What follows belongs to an exercise in optimizing a design on an open flow for small area and a short achievable clock period; a production flow would make more cautious choices. In this exercise RTL edits were held to simulation tests only and were not proved equivalent to the original. Power figures rest on the tool's default switching activity, not on a simulated workload.

## flow/design.v (module list and top-level ports; edited modules follow where they fit)
// module FloatingPointMultiplierSingle: 995 lines
module FloatingPointMultiplierSingle (clk,reset,en,inputA,inputB,result, OF);
  // ...
==> flow/flow/run.sh <==
#!/bin/bash
# Standard ORFS layout, except that Yosys's generic ABC pass before full-adder
# extraction is skipped (SYNTH_ARGS=-noabc), so the hand-written adder tree is
# mapped to full-adder cells without extra inverters. Registers are unchanged.
set -euo pipefail
bash standard.sh SYNTH_ARGS=-noabc finish > standard.log 2>&1
==> flow/standard.sh <==
#!/bin/bash
# synth_recipe.tcl (not shown) runs the flow's synth.tcl, then flattens the netlist and writes it again
# the make line also repeats each setting of config.mk as NAME=value (left out here)
make -C /OpenROAD-flow-scripts/flow DESIGN_CONFIG=/design/flow/config.mk WORK_HOME=/design/flow/orfs CLKGATE_MAP_FILE= SYNTH_SCRIPT=/design/flow/synth_recipe.tcl "${@:-finish}"
==> flow/config.mk <==
export PLATFORM = sky130hd
export DESIGN_NAME = FloatingPointMultiplierSingle
export DESIGN_NICKNAME = FloatingPointMultiplierSingle
export VERILOG_FILES = /design/flow/design.v
export SDC_FILE = /design/flow/constraint.sdc
export NUM_CORES = 4
export LEC_CHECK = 0
export CAP_MARGIN = 20
export CORE_MARGIN = 2
export CORE_UTILIZATION = 45
export SETUP_SLACK_MARGIN = 4
export SLEW_MARGIN = 20
export TNS_END_PERCENT = 100
==> flow/constraint.sdc <==
create_clock -name core_clock -period 11.0 [get_ports {clk}]
set_input_delay 2.2000 -clock core_clock [delete_from_list [all_inputs] [get_ports {clk}]]
set_output_delay 2.2000 -clock core_clock [all_outputs]
set_load 0.01 [all_outputs]
==> summary.log, run 1 <==
INFO  timing         time_the_final_worst_path_needs_with_i_o_delays_and_setup=6840ps
INFO  layout         sequential_cell_area=0.00222mm^2
INFO  timing         final_hold_viol_count=0
INFO  power          design_power_total=5260uW
INFO  detailed_routing drt-pass1-iter-count=6
INFO  timing         max_freq=146MHz
INFO  setup_path     timing.critical_path.to=q_cK$_SDFFE_PP0P_
INFO  place          dp.final_hpwl=45600um
INFO  layout         final_common_cell=sky130_fd_sc_hd__xnor2_1
INFO  grt            grt_antenna_before_repair=0
INFO  setup_path     largest_fanout_on_the_critical_path=25
INFO  power          total_leakage_power=0.00846uW
INFO  yosys          ys_seq_elements=111
INFO  place          pre_cts_ws=3370ps
INFO  cts            postCtsSetupRepairBufs=0
INFO  layout         nets=2643
INFO  layout         insertedDiodeCount=0
INFO  setup_path     most_common_cell_on_crit_path=sky130_fd_sc_hd__fa_1
INFO  yosys          synth_area_per_cell=9.01um^2
INFO  cts            clock_latency=400ps
INFO  yosys          synth_top_cell_area_share=25.2%
INFO  detailed_routing post_drt_wl_per_cell=22.7um
INFO  yosys          post_synth_fa_ha_maj_area_fraction=33.2%
INFO  floorplan      die_height=216um
INFO  cts            tritoncts_clock_tree=built
INFO  yosys          post_synthesis_share_of_cell_area_spent_on_xor_and_xnor_gates=15.6%
INFO  power          seqPwrFrac=10.4%
INFO  setup_path     timing.critical_path.max_delay_family=adder cells
INFO  status         outcome=timing/DRC/antenna clean
INFO  setup_path     worst_r2r_endpoint=result[20]$_SDFFE_PP0P_
INFO  layout         multiInputCombCellCount=1820
INFO  power          cellInternalPower=2650uW
INFO  yosys          synth.yosys.seq_area_share=11.0%
INFO  layout         top_library_cells_by_usage_in_the_layout_fill_and_taps_aside=sky130_fd_sc_hd__xnor2_1 (301), sky130_fd_sc_hd__fa_1 (253), sky130_fd_sc_hd__a22oi_1 (244), sky130_fd_sc_hd__a21oi_1 (126), sky130_fd_sc_hd__ha_1 (125)
INFO  cts            worst_setup_hold_path_clk_slew=90ps
==> run 2: changes to the inputs <==
--- a/flow/design.v
+++ b/flow/design.v
@@ -937,55 +937,213 @@
 wire s889 = c882 ^ s887 ^ c884;
 wire c890 = (c882 & s887) | (c882 & c884) | (s887 & c884);
 wire s891 = 1'b1 ^ ma[22] ^ pp300;
 wire c892 = (1'b1 & ma[22]) | (1'b1 & pp300) | (ma[22] & pp300);
 wire s893 = c888 ^ s891;
 wire c894 = c888 & s891;
 wire s895 = ma[23] ^ ~neg11 ^ c892;
 wire c896 = (ma[23] & ~neg11) | (ma[23] & c892) | (~neg11 & c892);
-wire [31:0] row0 = {c894, c890, c886, c880, c874, c866, c858, c848, c838, c826, c814, c800, c786, c770, c754, c736, c718, c698, c678, c656, c634, c610, c586, c564, c542, c520, c500, c480, s477, c444, c428, c412};
-wire [31:0] row1 = {s895, s893, s889, s885, s879, s873, s865, s857, s847, s837, s825, s813, s799, s785, s769, s753, s735, s717, s697, s677, s655, s633, s609, s585, s563, s541, s519, s499, s479, s461, s443, s427};
+wire [63:0] pp_bits = {s895, c894, s893, c890, s889, c886, s885, c880, s879, c874, s873, c866, s865, c858, s857, c848, s847, c838, s837, c826, s825, c814, s813, c800, s799, c786, s785, c770, s769, c754, s753, c736, s735, c718, s717, c698, s697, c678, s677, c656, s655, c634, s633, c610, s609, c586, s585, c564, s563, c542, s541, c520, s519, c500, s499, c480, s479, s477, s461, c444, s443, c428, s427, c412};
 wire [15:0] low0 = {c398, c384, s381, c360, c350, s347, s337, c324, s321, s315, s309, s305, c302, pp26, pp2, pp1};
 wire [15:0] low1 = {s411, s397, s383, s371, s359, s349, s339, s331, s323, s317, s311, s307, s303, s301, 1'b0, neg0};
 wire [16:0] lowsum = low0 + low1;
-wire cK = lowsum[16];
+wire cK = lowsum[16];    
 function [4:0] tz23; input [22:0] m; integer i; begin
   tz23 = 5'd23;
   for (i = 22; i >= 0; i = i - 1) if (m[i]) tz23 = i;
 end endfunction
 wire [5:0] tzsum = tz23(A[22:0]) + tz23(B[22:0]);
 wire sticky = tzsum < 6'd23;
 wire [8:0] e0 = {1'b0, A[30:23]} + {1'b0, B[30:23]} - 9'd127;
 wire [8:0] e1 = e0 + 9'd1;
 wire a_mz = A[22:0] == 23'd0, b_mz = B[22:0] == 23'd0;
 wire a_ef = A[30:23] == 8'hff, b_ef = B[30:23] == 8'hff;
 wire zf = (a_mz & A[30:23] == 8'h00) | (b_mz & B[30:23] == 8'h00);
 wire inf = (a_mz & a_ef) | (b_mz & b_ef);
 wire nan = (zf & inf) | (~a_mz & a_ef) | (~b_mz & b_ef);
 wire [1:0] cls = nan ? 2'b10 : zf ? 2'b00 : inf ? 2'b01 : 2'b11;
-reg [31:0] q_row0, q_row1;
+reg [63:0] q_pp;
 reg q_cK, q_sticky, q_sign, q_of0, q_of1;
 reg [7:0] q_e0;
 reg [1:0] q_cls;
 always @(posedge clk) begin
   if (reset) begin
-    q_row0 <= 0; q_row1 <= 0; q_cK <= 1'b0; q_sticky <= 1'b0; q_sign <= 1'b0;
-    q_of0 <= 1'b0; q_of1 <= 1'b0; q_e0 <= 8'd0; q_cls <= 2'b00;
+    q_sign <= 1'b0; q_cls <= 2'b00;
   end else if (en) begin
-    q_row0 <= row0; q_row1 <= row1; q_cK <= cK; q_sticky <= sticky;
-    q_sign <= A[31] ^ B[31];
-    q_of0 <= e0[8]; q_of1 <= e1[8]; q_e0 <= e0[7:0]; q_cls <= cls;
+    q_sign <= A[31] ^ B[31]; q_cls <= cls;
   end
 end
-wire [31:0] P = q_row0 + q_row1 + q_cK;   
+always @(posedge clk) begin
+  if (en) begin
+    q_pp <= pp_bits; q_cK <= cK; q_sticky <= sticky;
+    q_of0 <= e0[8]; q_of1 <= e1[8]; q_e0 <= e0[7:0];
+  end
+end
+wire [31:0] row0 = {q_pp[62], q_pp[60], q_pp[58], q_pp[56], q_pp[54], q_pp[52], q_pp[50], q_pp[48], q_pp[46], q_pp[44], q_pp[42], q_pp[40], q_pp[38], q_pp[36], q_pp[34], q_pp[32], q_pp[30], q_pp[28], q_pp[26], q_pp[24], q_pp[22], q_pp[20], q_pp[18], q_pp[16], q_pp[14], q_pp[12], q_pp[10], q_pp[8], q_pp[6], q_pp[4], q_pp[2], q_pp[0]};
+wire [31:0] row1 = {q_pp[63], q_pp[61], q_pp[59], q_pp[57], q_pp[55], q_pp[53], q_pp[51], q_pp[49], q_pp[47], q_pp[45], q_pp[43], q_pp[41], q_pp[39], q_pp[37], q_pp[35], q_pp[33], q_pp[31], q_pp[29], q_pp[27], q_pp[25], q_pp[23], q_pp[21], q_pp[19], q_pp[17], q_pp[15], q_pp[13], q_pp[11], q_pp[9], q_pp[7], q_pp[5], q_pp[3], q_pp[1]};
+wire [31:0] ag = row0 & row1;
+wire [31:0] ap = row0 ^ row1;
+wire G897 = ag[0] | (ap[0] & q_cK);
+wire Pg898 = ap[0] & 1'b0;
+wire G899 = ag[2] | (ap[2] & ag[1]);
+wire Pg900 = ap[2] & ap[1];
+wire G901 = ag[4] | (ap[4] & ag[3]);
+wire Pg902 = ap[4] & ap[3];
+wire G903 = ag[6] | (ap[6] & ag[5]);
+wire Pg904 = ap[6] & ap[5];
+wire G905 = ag[8] | (ap[8] & ag[7]);
+wire Pg906 = ap[8] & ap[7];
+wire G907 = ag[10] | (ap[10] & ag[9]);
+wire Pg908 = ap[10] & ap[9];
+wire G909 = ag[12] | (ap[12] & ag[11]);
+wire Pg910 = ap[12] & ap[11];
+wire G911 = ag[14] | (ap[14] & ag[13]);
+wire Pg912 = ap[14] & ap[13];
+wire G913 = ag[16] | (ap[16] & ag[15]);
+wire Pg914 = ap[16] & ap[15];
+wire G915 = ag[18] | (ap[18] & ag[17]);
+wire Pg916 = ap[18] & ap[17];
+wire G917 = ag[20] | (ap[20] & ag[19]);
+wire Pg918 = ap[20] & ap[19];
+wire G919 = ag[22] | (ap[22] & ag[21]);
+wire Pg920 = ap[22] & ap[21];
+wire G921 = ag[24] | (ap[24] & ag[23]);
+wire Pg922 = ap[24] & ap[23];
+wire G923 = ag[26] | (ap[26] & ag[25]);
+wire Pg924 = ap[26] & ap[25];
+wire G925 = ag[28] | (ap[28] & ag[27]);
+wire Pg926 = ap[28] & ap[27];
+wire G927 = ag[30] | (ap[30] & ag[29]);
+wire Pg928 = ap[30] & ap[29];
+wire G929 = G899 | (Pg900 & G897);
+wire Pg930 = Pg900 & Pg898;
+wire G931 = G903 | (Pg904 & G901);
+wire Pg932 = Pg904 & Pg902;
+wire G933 = G907 | (Pg908 & G905);
+wire Pg934 = Pg908 & Pg906;
+wire G935 = G911 | (Pg912 & G909);
+wire Pg936 = Pg912 & Pg910;
+wire G937 = G915 | (Pg916 & G913);
+wire Pg938 = Pg916 & Pg914;
+wire G939 = G919 | (Pg920 & G917);
+wire Pg940 = Pg920 & Pg918;
+wire G941 = G923 | (Pg924 & G921);
+wire Pg942 = Pg924 & Pg922;
+wire G943 = G927 | (Pg928 & G925);
+wire Pg944 = Pg928 & Pg926;
+wire G945 = G931 | (Pg932 & G929);
+wire Pg946 = Pg932 & Pg930;
+wire G947 = G935 | (Pg936 & G933);
+wire Pg948 = Pg936 & Pg934;
+wire G949 = G939 | (Pg940 & G937);
+wire Pg950 = Pg940 & Pg938;
+wire G951 = G943 | (Pg944 & G941);
+wire Pg952 = Pg944 & Pg942;
+wire G953 = G947 | (Pg948 & G945);
+wire Pg954 = Pg948 & Pg946;
+wire G955 = G951 | (Pg952 & G949);
+wire Pg956 = Pg952 & Pg950;
+wire G957 = G955 | (Pg956 & G953);
+wire Pg958 = Pg956 & Pg954;
+wire G959 = G949 | (Pg950 & G953);
+wire Pg960 = Pg950 & Pg954;
+wire G961 = G933 | (Pg934 & G945);
+wire Pg962 = Pg934 & Pg946;
+wire G963 = G937 | (Pg938 & G953);
+wire Pg964 = Pg938 & Pg954;
+wire G965 = G941 | (Pg942 & G959);
+wire Pg966 = Pg942 & Pg960;
+wire G967 = G901 | (Pg902 & G929);
+wire Pg968 = Pg902 & Pg930;
+wire G969 = G905 | (Pg906 & G945);
+wire Pg970 = Pg906 & Pg946;
+wire G971 = G909 | (Pg910 & G961);
+wire Pg972 = Pg910 & Pg962;
+wire G973 = G913 | (Pg914 & G953);
+wire Pg974 = Pg914 & Pg954;
+wire G975 = G917 | (Pg918 & G963);
+wire Pg976 = Pg918 & Pg964;
+wire G977 = G921 | (Pg922 & G959);
+wire Pg978 = Pg922 & Pg960;
+wire G979 = G925 | (Pg926 & G965);
+wire Pg980 = Pg926 & Pg966;
+wire G981 = ag[1] | (ap[1] & G897);
+wire Pg982 = ap[1] & Pg898;
+wire G983 = ag[3] | (ap[3] & G929);
+wire Pg984 = ap[3] & Pg930;
+wire G985 = ag[5] | (ap[5] & G967);
+wire Pg986 = ap[5] & Pg968;
+wire G987 = ag[7] | (ap[7] & G945);
+wire Pg988 = ap[7] & Pg946;
+wire G989 = ag[9] | (ap[9] & G969);
+wire Pg990 = ap[9] & Pg970;
+wire G991 = ag[11] | (ap[11] & G961);
+wire Pg992 = ap[11] & Pg962;
+wire G993 = ag[13] | (ap[13] & G971);
+wire Pg994 = ap[13] & Pg972;
+wire G995 = ag[15] | (ap[15] & G953);
+wire Pg996 = ap[15] & Pg954;
+wire G997 = ag[17] | (ap[17] & G973);
+wire Pg998 = ap[17] & Pg974;
+wire G999 = ag[19] | (ap[19] & G963);
+wire Pg1000 = ap[19] & Pg964;
+wire G1001 = ag[21] | (ap[21] & G975);
+wire Pg1002 = ap[21] & Pg976;
+wire G1003 = ag[23] | (ap[23] & G959);
+wire Pg1004 = ap[23] & Pg960;
+wire G1005 = ag[25] | (ap[25] & G977);
+wire Pg1006 = ap[25] & Pg978;
+wire G1007 = ag[27] | (ap[27] & G965);
+wire Pg1008 = ap[27] & Pg966;
+wire G1009 = ag[29] | (ap[29] & G979);
+wire Pg1010 = ap[29] & Pg980;
+wire [31:0] carry = {G957, G1009, G979, G1007, G965, G1005, G977, G1003, G959, G1001, G975, G999, G963, G997, G973, G995, G953, G993, G971, G991, G961, G989, G969, G987, G945, G985, G967, G983, G929, G981, G897, q_cK};
+wire [31:0] P = ap ^ carry;   
 wire n = P[31];
-wire [22:0] m_hi = P[30:8] + (P[7] & q_sticky);
-wire [22:0] m_lo = P[29:7] + P[6];
-wire [22:0] mant = n ? m_hi : m_lo;
+wire [22:0] m_sel = n ? P[30:8] : P[29:7];
+wire m_inc = n ? (P[7] & q_sticky) : P[6];
+wire Ap1011 = m_sel[1] & m_sel[0];
+wire Ap1012 = m_sel[3] & m_sel[2];
+wire Ap1013 = m_sel[5] & m_sel[4];
+wire Ap1014 = m_sel[7] & m_sel[6];
+wire Ap1015 = m_sel[9] & m_sel[8];
+wire Ap1016 = m_sel[11] & m_sel[10];
+wire Ap1017 = m_sel[13] & m_sel[12];
+wire Ap1018 = m_sel[15] & m_sel[14];
+wire Ap1019 = m_sel[17] & m_sel[16];
+wire Ap1020 = m_sel[19] & m_sel[18];
+wire Ap1021 = m_sel[21] & m_sel[20];
+wire Ap1022 = Ap1012 & Ap1011;
+wire Ap1023 = Ap1014 & Ap1013;
+wire Ap1024 = Ap1016 & Ap1015;
+wire Ap1025 = Ap1018 & Ap1017;
+wire Ap1026 = Ap1020 & Ap1019;
+wire Ap1027 = Ap1023 & Ap1022;
+wire Ap1028 = Ap1025 & Ap1024;
+wire Ap1029 = Ap1028 & Ap1027;
+wire Ap1030 = Ap1024 & Ap1027;
+wire Ap1031 = Ap1026 & Ap1029;
+wire Ap1032 = Ap1013 & Ap1022;
+wire Ap1033 = Ap1015 & Ap1027;
+wire Ap1034 = Ap1017 & Ap1030;
+wire Ap1035 = Ap1019 & Ap1029;
+wire Ap1036 = Ap1021 & Ap1031;
+wire Ap1037 = m_sel[2] & Ap1011;
+wire Ap1038 = m_sel[4] & Ap1022;
+wire Ap1039 = m_sel[6] & Ap1032;
+wire Ap1040 = m_sel[8] & Ap1027;
+wire Ap1041 = m_sel[10] & Ap1033;
+wire Ap1042 = m_sel[12] & Ap1030;
+wire Ap1043 = m_sel[14] & Ap1034;
+wire Ap1044 = m_sel[16] & Ap1029;
+wire Ap1045 = m_sel[18] & Ap1035;
+wire Ap1046 = m_sel[20] & Ap1031;
+wire [22:0] ones = {Ap1036, Ap1046, Ap1031, Ap1045, Ap1035, Ap1044, Ap1029, Ap1043, Ap1034, Ap1042, Ap1030, Ap1041, Ap1033, Ap1040, Ap1027, Ap1039, Ap1032, Ap1038, Ap1022, Ap1037, Ap1011, m_sel[0], 1'b1};
+wire [22:0] mant = m_sel ^ ({23{m_inc}} & ones);
 wire [7:0] expo = q_e0 + n;
 wire normal = q_cls == 2'b11;
 assign OF = normal & (n ? q_of1 : q_of0);
 wire [31:0] O;
 assign O[31] = q_sign;
 assign O[30:23] = normal ? expo : (q_cls == 2'b00 ? 8'h00 : 8'hff);
 assign O[22:0] = normal ? mant : (q_cls == 2'b10 ? 23'h7fffff : 23'h0);
 always @(posedge clk) begin
==> flow/flow/run.sh (replaced) <==
#!/bin/bash
# Standard ORFS layout with two changes: Yosys's generic ABC pass before
# full-adder extraction is skipped (SYNTH_ARGS=-noabc), so the hand-written
# adder tree maps to full-adder cells without extra inverters; and the port
# buffers are buf_4 cells instead of the default delay-buffer choice.
# Registers are unchanged. ORFS writes each tool's log under orfs/logs.
set -euo pipefail
bash standard.sh SYNTH_ARGS=-noabc "BUFFER_PORTS_ARGS=-buffer_cell sky130_fd_sc_hd__buf_4" finish > standard.log 2>&1
==> flow/config.mk (replaced) <==
export PLATFORM = sky130hd
export DESIGN_NAME = FloatingPointMultiplierSingle
export DESIGN_NICKNAME = FloatingPointMultiplierSingle
export VERILOG_FILES = /design/flow/design.v
export SDC_FILE = /design/flow/constraint.sdc
export NUM_CORES = 4
export LEC_CHECK = 0
export CAP_MARGIN = 20
export CORE_MARGIN = 2
export CORE_UTILIZATION = 45
export SETUP_SLACK_MARGIN = 5
export SLEW_MARGIN = 20
export TNS_END_PERCENT = 100
==> summary.log, run 2 <==
INFO  setup_path     most_common_cell_on_crit_path=sky130_fd_sc_hd__fa_2 [was sky130_fd_sc_hd__fa_1]
INFO  place          gp_routability_congestion=0.886 [was 0.908]
INFO  floorplan      boundaryPins=100 [unchanged]
INFO  cts            tritoncts_clock_tree=built [unchanged]
INFO  yosys          syn-cell-area=0.0190mm^2 [was 0.0201 mm^2]
INFO  detailed_routing viasPerCell=6.30 [was 6.10]
INFO  timing         setup_violations=0 [unchanged]
INFO  detailed_routing drt-pass1-iter-count=6 [unchanged]
INFO  layout         final-instance-count-excl-fill=2444 [was 2790]
INFO  timing         setup-tns-final=0ps [unchanged]
INFO  timing         clock_skew=13.7ps [was 21.7 ps]
INFO  yosys          synth_top_cell_area_share=27.9% [was 25.2%]
INFO  yosys          synth.yosys.seq_area_share=15.7% [was 11.0%]
INFO  setup_path     worst_setup_path_start_kind=input port [unchanged]
INFO  cts            cts.sink_count=111 [unchanged]
INFO  yosys          synth.lib_cells_used.distinct=76 [was 79]
INFO  yosys          syn-num-nets=2368 [was 2685]
INFO  detailed_routing residual_drc=0 [unchanged]
INFO  yosys          yosysTopAreaCell=sky130_fd_sc_hd__fa_1 [unchanged]
INFO  grt            grt_start_max_net_pins=58 [was 68]
INFO  setup_path     worst_ep_required_time=11100ps [was 11260 ps]
INFO  grt            grt_pass1_wl=91700um [was 98800 um]
INFO  cts            clock_root_buffer=sky130_fd_sc_hd__clkbuf_16 [unchanged]
INFO  floorplan      die_area=0.0439mm^2 [was 0.0465 mm^2]
INFO  detailed_routing postRouteWirelength=60000um [was 63400 um]
INFO  place          numPlacedInstances=2397 [was 2774]
INFO  cts            clock_latency=360ps [was 400 ps]
INFO  setup_path     reg2regPathDepth=21 [was 16]
INFO  setup_path     critPathKind=in2reg [unchanged]
INFO  timing         time_the_final_worst_path_needs_with_i_o_delays_and_setup=6030ps [was 6840 ps]
INFO  yosys          synth_area_per_cell=9.95um^2 [was 9.01 um^2]
INFO  worst_hold_path worstHoldEndpoint=result[24]$_SDFFE_PP0P_ [was result[10]$_SDFFE_PP0P_]
INFO  power          ir_worst_vdd=204uV [was 149 uV]
INFO  power          power_density=305mW/mm^2 [was 241 mW/mm^2]
INFO  timing         final.period_utilization=54.8% [was 62.2%]
INFO  layout         final_layout_size_suffix_gt1_share=15.3% [was 5.05%]
INFO  cts            number_of_buffers_created_by_cts=9 [unchanged]
INFO  yosys          synth.top_cells.by_area=sky130_fd_sc_hd__fa_1 (28%), sky130_fd_sc_hd__xnor2_1 (12%), sky130_fd_sc_hd__edfxtp_1 (12%) [was sky130_fd_sc_hd__fa_1 (25%), sky130_fd_sc_hd__xnor2_1 (13%), sky130_fd_sc_hd__dfxtp_1 (11%)]
INFO  cts            cts_max_level=3 [unchanged]
INFO  power          total_leakage_power=0.00820uW [was 0.00846 uW]
INFO  setup_path     worst-endpoint-arrival=6120ps [was 7100 ps]
INFO  grt            grt_antenna_before_repair=0 [unchanged]
INFO  layout         finalInstanceArea=0.0213mm^2 [was 0.0218 mm^2]
INFO  layout         layout.filler_cells=3734 [was 4177]
INFO  grt            globalRouteTotalUtil=26.9% [was 27.1%]
INFO  yosys          synth-edff-count=76 [was 0]
INFO  run            cap_viol_max_count=0 [unchanged]
INFO  setup_path     slowest_delay=540ps [was 580 ps]
INFO  layout         largest_register_ffs=64
INFO  setup_path     worst_setup_path_end_kind=flop [unchanged]
INFO  worst_hold_path worstHoldPathType=reg2reg [unchanged]
INFO  floorplan      starting_density=45.5% [about the same]
INFO  timing         final_hold_viol_count=0 [unchanged]
INFO  worst_hold_path worst_hold_depth=2 [unchanged]
INFO  layout         nets=2359 [was 2643]
INFO  timing         timing.max_slew.rel_slack=39.4% [was 32.6%]
INFO  floorplan      fp-row-count=75 [was 77]
INFO  layout         final_common_cell=sky130_fd_sc_hd__xnor2_1 [unchanged]
INFO  setup_path     timing.critical_path.slowest_stage_cell=sky130_fd_sc_hd__fa_2 [was sky130_fd_sc_hd__clkdlybuf4s50_1]
INFO  timing         timing_max_transition_violations_final=0 [unchanged]
INFO  detailed_routing post_drt_wl_per_cell=24.6um [was 22.7 um]
INFO  setup_path     startpoint_of_the_lowest_slack_register_to_register_path=q_pp[0]$_DFFE_PP_ [was q_row0[0]$_SDFFE_PP0P_]
INFO  grt            grt.overflow.total=0 [unchanged]
INFO  place          place.port_buffers=99 [unchanged]
INFO  setup_path     worst_path_cell_chain=buf_12, inv_1, or3_4, o21ai_4, buf_12, buf_6, a22oi_1, xnor2_1, fa_2, fa_2, fa_2, fa_2, fa_1, fa_2 [was clkdlybuf4s50_1, ha_4, nand2b_1, inv_4, xnor2_1, fa_1, fa_1, fa_1, fa_1, ha_1, ha_1, a21o_1, a21oi_1, nand3b_1, a311oi_2, nor3_1]
INFO  setup_path     largest_fanout_on_the_critical_path=8 [was 25]
INFO  place          dp.final_hpwl=40200um [was 45600 um]
INFO  setup_path     worst_r2r_endpoint=result[20]$_SDFFE_PP0P_ [unchanged]
INFO  layout         area_delta_synth_final=12.0% [was 8.30%]
INFO  status         outcome=timing/DRC/antenna clean [unchanged]
INFO  yosys          synthTopCellsByCount=sky130_fd_sc_hd__fa_1 (265), sky130_fd_sc_hd__xnor2_1 (264), sky130_fd_sc_hd__a22oi_1 (243) [was sky130_fd_sc_hd__xnor2_1 (301), sky130_fd_sc_hd__fa_1 (253), sky130_fd_sc_hd__a22oi_1 (244)]
INFO  layout         top_library_cells_by_usage_in_the_layout_fill_and_taps_aside=sky130_fd_sc_hd__xnor2_1 (257), sky130_fd_sc_hd__a22oi_1 (238), sky130_fd_sc_hd__fa_1 (223), sky130_fd_sc_hd__buf_4 (120), sky130_fd_sc_hd__ha_1 (115) [was sky130_fd_sc_hd__xnor2_1 (301), sky130_fd_sc_hd__fa_1 (253), sky130_fd_sc_hd__a22oi_1 (244), sky130_fd_sc_hd__a21oi_1 (126), sky130_fd_sc_hd__ha_1 (125)]
INFO  floorplan      core_area=0.0418mm^2 [was 0.0442 mm^2]
INFO  layout         insertedDiodeCount=0 [unchanged]
INFO  yosys          synthCells=1909 [was 2235]
INFO  yosys          async_flop_share=0% [unchanged]
INFO  detailed_routing drt_iter0_drc=1432 [was 1397]
INFO  timing         max_freq=166MHz [was 146 MHz]
INFO  grt            via_count_of_the_first_global_routing_pass=15878 [was 17434]
INFO  power          design_power_total=6500uW [was 5260 uW]
INFO  layout         largest_registers=q_pp: 64 flops, result: 32 flops, q_e0: 8 flops [was q_row0: 32 flops, q_row1: 32 flops, result: 32 flops]
INFO  yosys          synth_warnings=1 [unchanged]
INFO  layout         layout.core_utilization=51.0% [was 49.3%]
INFO  cts            cts_hold_repair.buffers=0 [unchanged]
INFO  yosys          synth_flop_cell=sky130_fd_sc_hd__edfxtp_1 [was sky130_fd_sc_hd__dfxtp_1]
INFO  cts            clock_path_buffers=2 [unchanged]
INFO  layout         largest_register=q_pp
INFO  timing         setup_repair_after_global_routing_missed_its_margin=true [unchanged]
INFO  timing         tightestPinTransition=909ps [was 1010 ps]
INFO  setup_path     worst-r2r-setup-slack=5550ps [was 6370 ps]
INFO  yosys          synthMostInstantiatedCell=sky130_fd_sc_hd__fa_1 [was sky130_fd_sc_hd__xnor2_1]
INFO  cts            worst_setup_hold_path_clk_slew=70ps [was 90 ps]
INFO  detailed_routing drtAntennaViolNets=0 [unchanged]
INFO  floorplan      die_height=209um [was 216 um]
INFO  worst_hold_path hold_path.startpoint=result[24]$_SDFFE_PP0P_ [was result[10]$_SDFFE_PP0P_]
INFO  yosys          ys_seq_elements=111 [unchanged]
INFO  floorplan      die_w=209um [was 216 um]
INFO  place          postPlaceCellArea=0.0200mm^2 [was 0.0214 mm^2]
INFO  detailed_routing detailroute.via_count=15388 [was 17032]
run 2: how the worst max path moves through the flow:
stage	startpoint	endpoint	slack (ps)	cells after the start
final	inputB[3]	q_pp[17]$_DFFE_PP_	4970	14
after global routing	inputB[3]	q_cK$_DFFE_PP_	4890	16
after CTS	inputB[7]	q_cK$_DFFE_PP_	4950	15
after detailed placement	inputB[1]	q_cK$_DFFE_PP_	3740	14
after global placement	inputB[1]	q_cK$_DFFE_PP_	3870	14
after floorplan	inputB[1]	q_cK$_DFFE_PP_	4670	15
run 2: timing repair:
action / in CTS / in global routing
gates cloned: 2 / 6
pin swaps: 9 / 50
setup buffers: 4 / 19
endpoints found under the setup margin: 39 / 26
gates resized for setup: 66 / 66
run 2: worst max-delay path, delay by kind of cell:
kind | cells | cell delay (ps)
AO/OA/AOI/OAI | 2 | 160
XOR/XNOR | 1 | 260
adder cells (fa/ha/maj) | 6 | 2670
buffers and inverters | 4 | 420
AND/OR/NAND/NOR | 1 | 400
run 2: logic make-up (layout without fill, tap and decap cells):
family | Yosys count | after routing | share of synthesized area, %
AND/OR/NAND/NOR | 278 | 279 | 7.31
multiplexers | 29 | 29 | 1.54
AO/OA/AOI/OAI | 506 | 507 | 19.0
flip-flops | 111 | 111 | 15.7
buffers and inverters | 275 | 269 | 5.48
XOR/XNOR | 318 | 318 | 14.7
adder cells (fa/ha/maj) | 392 | 392 | 36.3
run 2: final cells by class:
cell class	instances	area, um^2	share of cell area (%)
multi-input combinational	1525	15400	72.5
sequential	111	2980	14.0
timing repair buffer	146	1310	6.16
tap	539	674	3.17
inverter	105	541	2.54
clock buffer	9	225	1.06
clock inverter	7	100	0.470
timing repair inverter	2	17.5	0.0823
run 2: report_power, final:
| group | leakage (uW) | internal, uW | switching [uW] | total (uW) |
|---|---|---|---|---|
| clock | 0.000161 | 186 | 171 | 357 |
| combinational | 0.00701 | 2330 | 2810 | 5140 |
| sequential | 0.00103 | 914 | 83.6 | 998 |
| total | 0.00820 | 3430 | 3070 | 6500 |
run 2: per-stage QoR:
step                setup WS [ps]  hold slack (ps)
finish                       4970              464
global placement             3870              449
global route                 4890              479
floorplan                    4670              463
CTS                          4950              467
detailed placement           3740              455
run 2: metal layers:
| layer | vias up | wire, um | share of wire (%) | GRT usage [%] |
|---|---|---|---|---|
| met5 | - | 0 | 0 | 0 |
| met4 | 0 | 1840 | 3.1 | 9.27 |
| met3 | 125 | 5300 | 8.8 | 4.01 |
| met2 | 839 | 27800 | 46 | 43.8 |
| met1 | 7682 | 25200 | 42 | 36.9 |
| li1 | 6742 | - | - | - |
==> run 3: changes to the inputs <==
--- a/flow/config.mk
+++ b/flow/config.mk
@@ -9,5 +9,5 @@
 export CORE_MARGIN = 2
 export CORE_UTILIZATION = 45
-export SETUP_SLACK_MARGIN = 5
+export SETUP_SLACK_MARGIN = 4.5
 export SLEW_MARGIN = 20
 export TNS_END_PERCENT = 100
==> summary.log, run 3 <==
INFO  place          place.port_buffers=99 [unchanged]
INFO  grt            grt_antenna_before_repair=1 [was 0]
INFO  floorplan      die_area=0.0439mm^2 [unchanged]
INFO  yosys          synth_flop_cell=sky130_fd_sc_hd__edfxtp_1 [unchanged]
INFO  yosys          synth_top_cell_area_share=27.9% [unchanged]
INFO  timing         hold_slack=464ps [about the same]
INFO  floorplan      die_height=209um [unchanged]
INFO  detailed_routing drtAntennaViolNets=0 [unchanged]
INFO  detailed_routing detailroute.via_count=15128 [was 15388]
INFO  setup_path     worst_setup_path_start_kind=input port [unchanged]
INFO  setup_path     timing.critical_path.slowest_stage_cell=sky130_fd_sc_hd__nor2b_2 [was sky130_fd_sc_hd__fa_2]
INFO  cts            clock_root_buffer=sky130_fd_sc_hd__clkbuf_16 [unchanged]
INFO  cts            tritoncts_clock_tree=built [unchanged]
INFO  run            cap_viol_max_count=0 [unchanged]
INFO  detailed_routing drt_iter0_drc=1311 [was 1432]
INFO  place          gp_routability_congestion=0.883 [was 0.886]
INFO  floorplan      core_area=0.0418mm^2 [unchanged]
INFO  cts            cts.sink_count=111 [unchanged]
INFO  yosys          synthTopCellsByCount=sky130_fd_sc_hd__fa_1 (265), sky130_fd_sc_hd__xnor2_1 (264), sky130_fd_sc_hd__a22oi_1 (243) [unchanged]
INFO  timing         timing.max_slew.rel_slack=40.9% [was 39.4%]
INFO  detailed_routing viasPerCell=6.26 [was 6.30]
INFO  layout         largest_registers=q_pp: 64 flops, result: 32 flops, q_e0: 8 flops [unchanged]
INFO  timing         setup_violations=0 [unchanged]
INFO  yosys          synth.top_cells.by_area=sky130_fd_sc_hd__fa_1 (28%), sky130_fd_sc_hd__xnor2_1 (12%), sky130_fd_sc_hd__edfxtp_1 (12%) [unchanged]
INFO  setup_path     worst_setup_path_end_kind=flop [unchanged]
INFO  timing         final_hold_viol_count=0 [unchanged]
INFO  cts            clock_path_buffers=2 [unchanged]
INFO  yosys          syn-cell-area=0.0190mm^2 [unchanged]
INFO  status         outcome=timing/DRC/antenna clean [unchanged]
INFO  layout         finalInstanceArea=0.0203mm^2 [was 0.0213 mm^2]
INFO  setup_path     largest_fanout_on_the_critical_path=30 [was 8]
INFO  setup_path     most_common_cell_on_crit_path=sky130_fd_sc_hd__fa_1 [was sky130_fd_sc_hd__fa_2]
INFO  yosys          ys_seq_elements=111 [unchanged]
INFO  cts            cts_max_level=3 [unchanged]
INFO  place          postPlaceCellArea=0.0199mm^2 [was 0.0200 mm^2]
INFO  timing         time_the_final_worst_path_needs_with_i_o_delays_and_setup=6330ps [was 6030 ps]
INFO  floorplan      fp-row-count=75 [unchanged]
INFO  grt            globalRouteTotalUtil=26.0% [was 26.9%]
INFO  detailed_routing post_drt_wl_per_cell=23.5um [was 24.6 um]
INFO  worst_hold_path worstHoldPathType=reg2reg [unchanged]
INFO  layout         nets=2331 [was 2359]
INFO  power          power_density=304mW/mm^2 [was 305 mW/mm^2]
INFO  detailed_routing postRouteWirelength=56700um [was 60000 um]
INFO  timing         final.period_utilization=57.5% [was 54.8%]
INFO  grt            via_count_of_the_first_global_routing_pass=15632 [was 15878]
INFO  cts            postCtsSetupRepairBufs=0 [was 4]
INFO  yosys          async_flop_share=0% [unchanged]
INFO  detailed_routing residual_drc=0 [unchanged]
INFO  layout         insertedDiodeCount=0 [unchanged]
INFO  cts            worst_setup_hold_path_clk_slew=80ps [was 70 ps]
INFO  layout         multi_input_area=0.0150mm^2 [was 0.0154 mm^2]
INFO  layout         layout.filler_cells=3846 [was 3734]
INFO  yosys          synth_area_per_cell=9.95um^2 [unchanged]
INFO  place          dp.final_hpwl=39700um [was 40200 um]
INFO  setup_path     cp_bufs_invs=2 [was 4]
INFO  floorplan      die_w=209um [unchanged]
INFO  floorplan      boundaryPins=100 [unchanged]
INFO  floorplan      starting_density=45.5% [unchanged]
INFO  setup_path     slowest_delay=570ps [was 540 ps]
INFO  grt            grt_pass1_wl=88900um [was 91700 um]
INFO  setup_path     critPathKind=in2reg [unchanged]
INFO  grt            grt.overflow.total=0 [unchanged]
INFO  yosys          synth-edff-count=76 [unchanged]
INFO  timing         tightestPinTransition=887ps [was 909 ps]
INFO  yosys          synth.lib_cells_used.distinct=76 [unchanged]
INFO  layout         top_library_cells_by_usage_in_the_layout_fill_and_taps_aside=sky130_fd_sc_hd__xnor2_1 (264), sky130_fd_sc_hd__fa_1 (264), sky130_fd_sc_hd__a22oi_1 (243), sky130_fd_sc_hd__ha_1 (124), sky130_fd_sc_hd__buf_4 (119) [was sky130_fd_sc_hd__xnor2_1 (257), sky130_fd_sc_hd__a22oi_1 (238), sky130_fd_sc_hd__fa_1 (223), sky130_fd_sc_hd__buf_4 (120), sky130_fd_sc_hd__ha_1 (115)]
INFO  detailed_routing drt-pass1-iter-count=6 [unchanged]
INFO  yosys          synth_warnings=1 [unchanged]
INFO  timing         setup_repair_after_global_routing_missed_its_margin=false [was true]
INFO  yosys          synthMostInstantiatedCell=sky130_fd_sc_hd__fa_1 [unchanged]
INFO  yosys          synth.yosys.seq_area_share=15.7% [unchanged]
INFO  cts            number_of_buffers_created_by_cts=9 [unchanged]
INFO  timing         max_freq=158MHz [was 166 MHz]
INFO  timing         clock_skew=15.7ps [was 13.7 ps]
INFO  timing         setup-tns-final=0ps [unchanged]
INFO  timing         timing_max_transition_violations_final=0 [unchanged]
INFO  setup_path     timing.critical_path.max_delay_family=adder cells [unchanged]
INFO  layout         sequential_cell_area=0.00298mm^2 [unchanged]
INFO  setup_path     worst-endpoint-arrival=6440ps [was 6120 ps]
INFO  yosys          syn-num-nets=2368 [unchanged]
INFO  grt            grt_start_max_net_pins=54 [was 58]
INFO  power          total_leakage_power=0.00792uW [was 0.00820 uW]
INFO  cts            clock_latency=370ps [was 360 ps]
INFO  layout         largest_register=q_pp [unchanged]
INFO  power          ir_worst_vdd=162uV [was 204 uV]
INFO  setup_path     worst_path_cell_chain=buf_4, nor2b_2, buf_4, o21bai_1, fa_1, fa_1, fa_1, fa_1, fa_1, fa_1 [was buf_12, inv_1, or3_4, o21ai_4, buf_12, buf_6, a22oi_1, xnor2_1, fa_2, fa_2, fa_2, fa_2, fa_1, fa_2]
INFO  setup_path     worst_ep_required_time=11110ps [was 11100 ps]
INFO  layout         area_delta_synth_final=7.07% [was 12.0%]
INFO  yosys          yosysTopAreaCell=sky130_fd_sc_hd__fa_1 [unchanged]
INFO  yosys          synthCells=1909 [unchanged]
INFO  layout         final_layout_size_suffix_gt1_share=9.86% [was 15.3%]
INFO  layout         largest_register_ffs=64 [unchanged]
run 3: what timing repair did:
item | 4_1_cts | 5_1_grt
hold buffers | 0 | 0
pin swaps | 0 | 2
setup endpoints to repair | 2 | 6
gates resized for setup | 5 | 27
cloned | 0 | 1
run 3: cell families (layout without fill, tap and decap cells):
logic type	count (synthesis)	count (layout)	synth area share [%]
and+or+nand+nor	278	278	7.31
muxes	29	29	1.54
adders and majority gates	392	392	36.3
buffers and inverters	275	243	5.48
AOI/OAI and AO/OA	506	506	19.0
xor gates and xnor gates	318	318	14.7
DFF	111	111	15.7
run 3: worst min-delay path, stage by stage, from the launching register on:
cell	delay [ps]
sky130_fd_sc_hd__dfxtp_1	310
sky130_fd_sc_hd__nand2_1	60
sky130_fd_sc_hd__a21oi_1	50
run 3: path summary, 6_finish.rpt:
kind / start / end / slack (ps) / cells after the start
worst min-delay path: result[23]$_SDFFE_PP0P_ / result[23]$_SDFFE_PP0P_ / 460 / 2
worst max-delay path: inputB[0] / q_pp[23]$_DFFE_PP_ / 4670 / 10
worst min register to register: result[23]$_SDFFE_PP0P_ / result[23]$_SDFFE_PP0P_ / 460 / 2
worst max register to register: q_pp[0]$_DFFE_PP_ / result[20]$_SDFFE_PP0P_ / 5480 / 21
run 3: layout make-up:
cell class | count | area share [%]
Multi-Input combinational cell | 1523 | 73.8
Sequential cell | 111 | 14.7
Timing Repair Buffer | 122 | 4.67
Tap cell | 539 | 3.32
Inverter | 105 | 2.07
Clock buffer | 9 | 1.11
Clock inverter | 7 | 0.345
run 3: where the power goes:
part           switching (uW)  internal [uW]  leakage (uW)
Sequential               81.8            914       0.00103
Combinational            2710           2150       0.00674
Clock                     173            162      0.000147
Total                    2970           3220       0.00792
run 3: through the flow:
stage | setup slack [ps] | util [%] | instances | power [uW]
floorplan | 4500 | - | 1909 | 4440
global placement | 3910 | 47.8 | 2399 | 5650
detailed placement | 3900 | 47.8 | 2399 | 5810
CTS | 4490 | 48.5 | 2415 | 6190
global route | 4510 | 48.7 | 2416 | 6900
finish | 4670 | 48.7 | 2416 | 6190
run 3: routing by layer:
layer | GRT usage [%] | vias up | routed length (um)
met1 | 35.3 | 7542 | 23900
met4 | 10.4 | 2 | 1910
met5 | 0 | - | 13
met3 | 5.16 | 121 | 5150
li1 | - | 6674 | -
met2 | 41.0 | 789 | 25700

==> what the ideal ports hide <==
Ports are ideal in the flow. The routed layouts listed here were re-timed in OpenROAD. Step 1 (the two cells are an assumption about what drives the block):
set clk [get_ports {clk}]
set_driving_cell -lib_cell sky130_fd_sc_hd__clkbuf_16 $clk
set_driving_cell -lib_cell sky130_fd_sc_hd__buf_2 [delete_from_list [all_inputs] $clk]
Step 2 moves the port delays by t, midway between the first and last clock arrival at a register: inputs arrive t later, outputs are due t later. That takes back most of the time a late clock gives input paths. a / b / c = no drivers / after step 1 / after step 2; a / b = the first two.
run	t (ns)	setup slack, ns	hold slack, ns	worst setup path after step 2	clock arrival spread, ns
run 1	0.440	4.160 / 4.188 / 3.748	0.446 / 0.446 / 0.446	input to register	0.021 / 0.022
run 2	0.408	4.974 / 4.959 / 4.551	0.464 / 0.464 / 0.464	input to register	0.018 / 0.018
run 3	0.407	4.672 / 4.695 / 4.288	0.464 / 0.464 / 0.464	input to register	0.017 / 0.017
After both steps setup and hold are still met in every run listed. The setup slack of run 2, which loses most, moves by -0.015 ns with the drivers and by -0.423 ns with both steps.
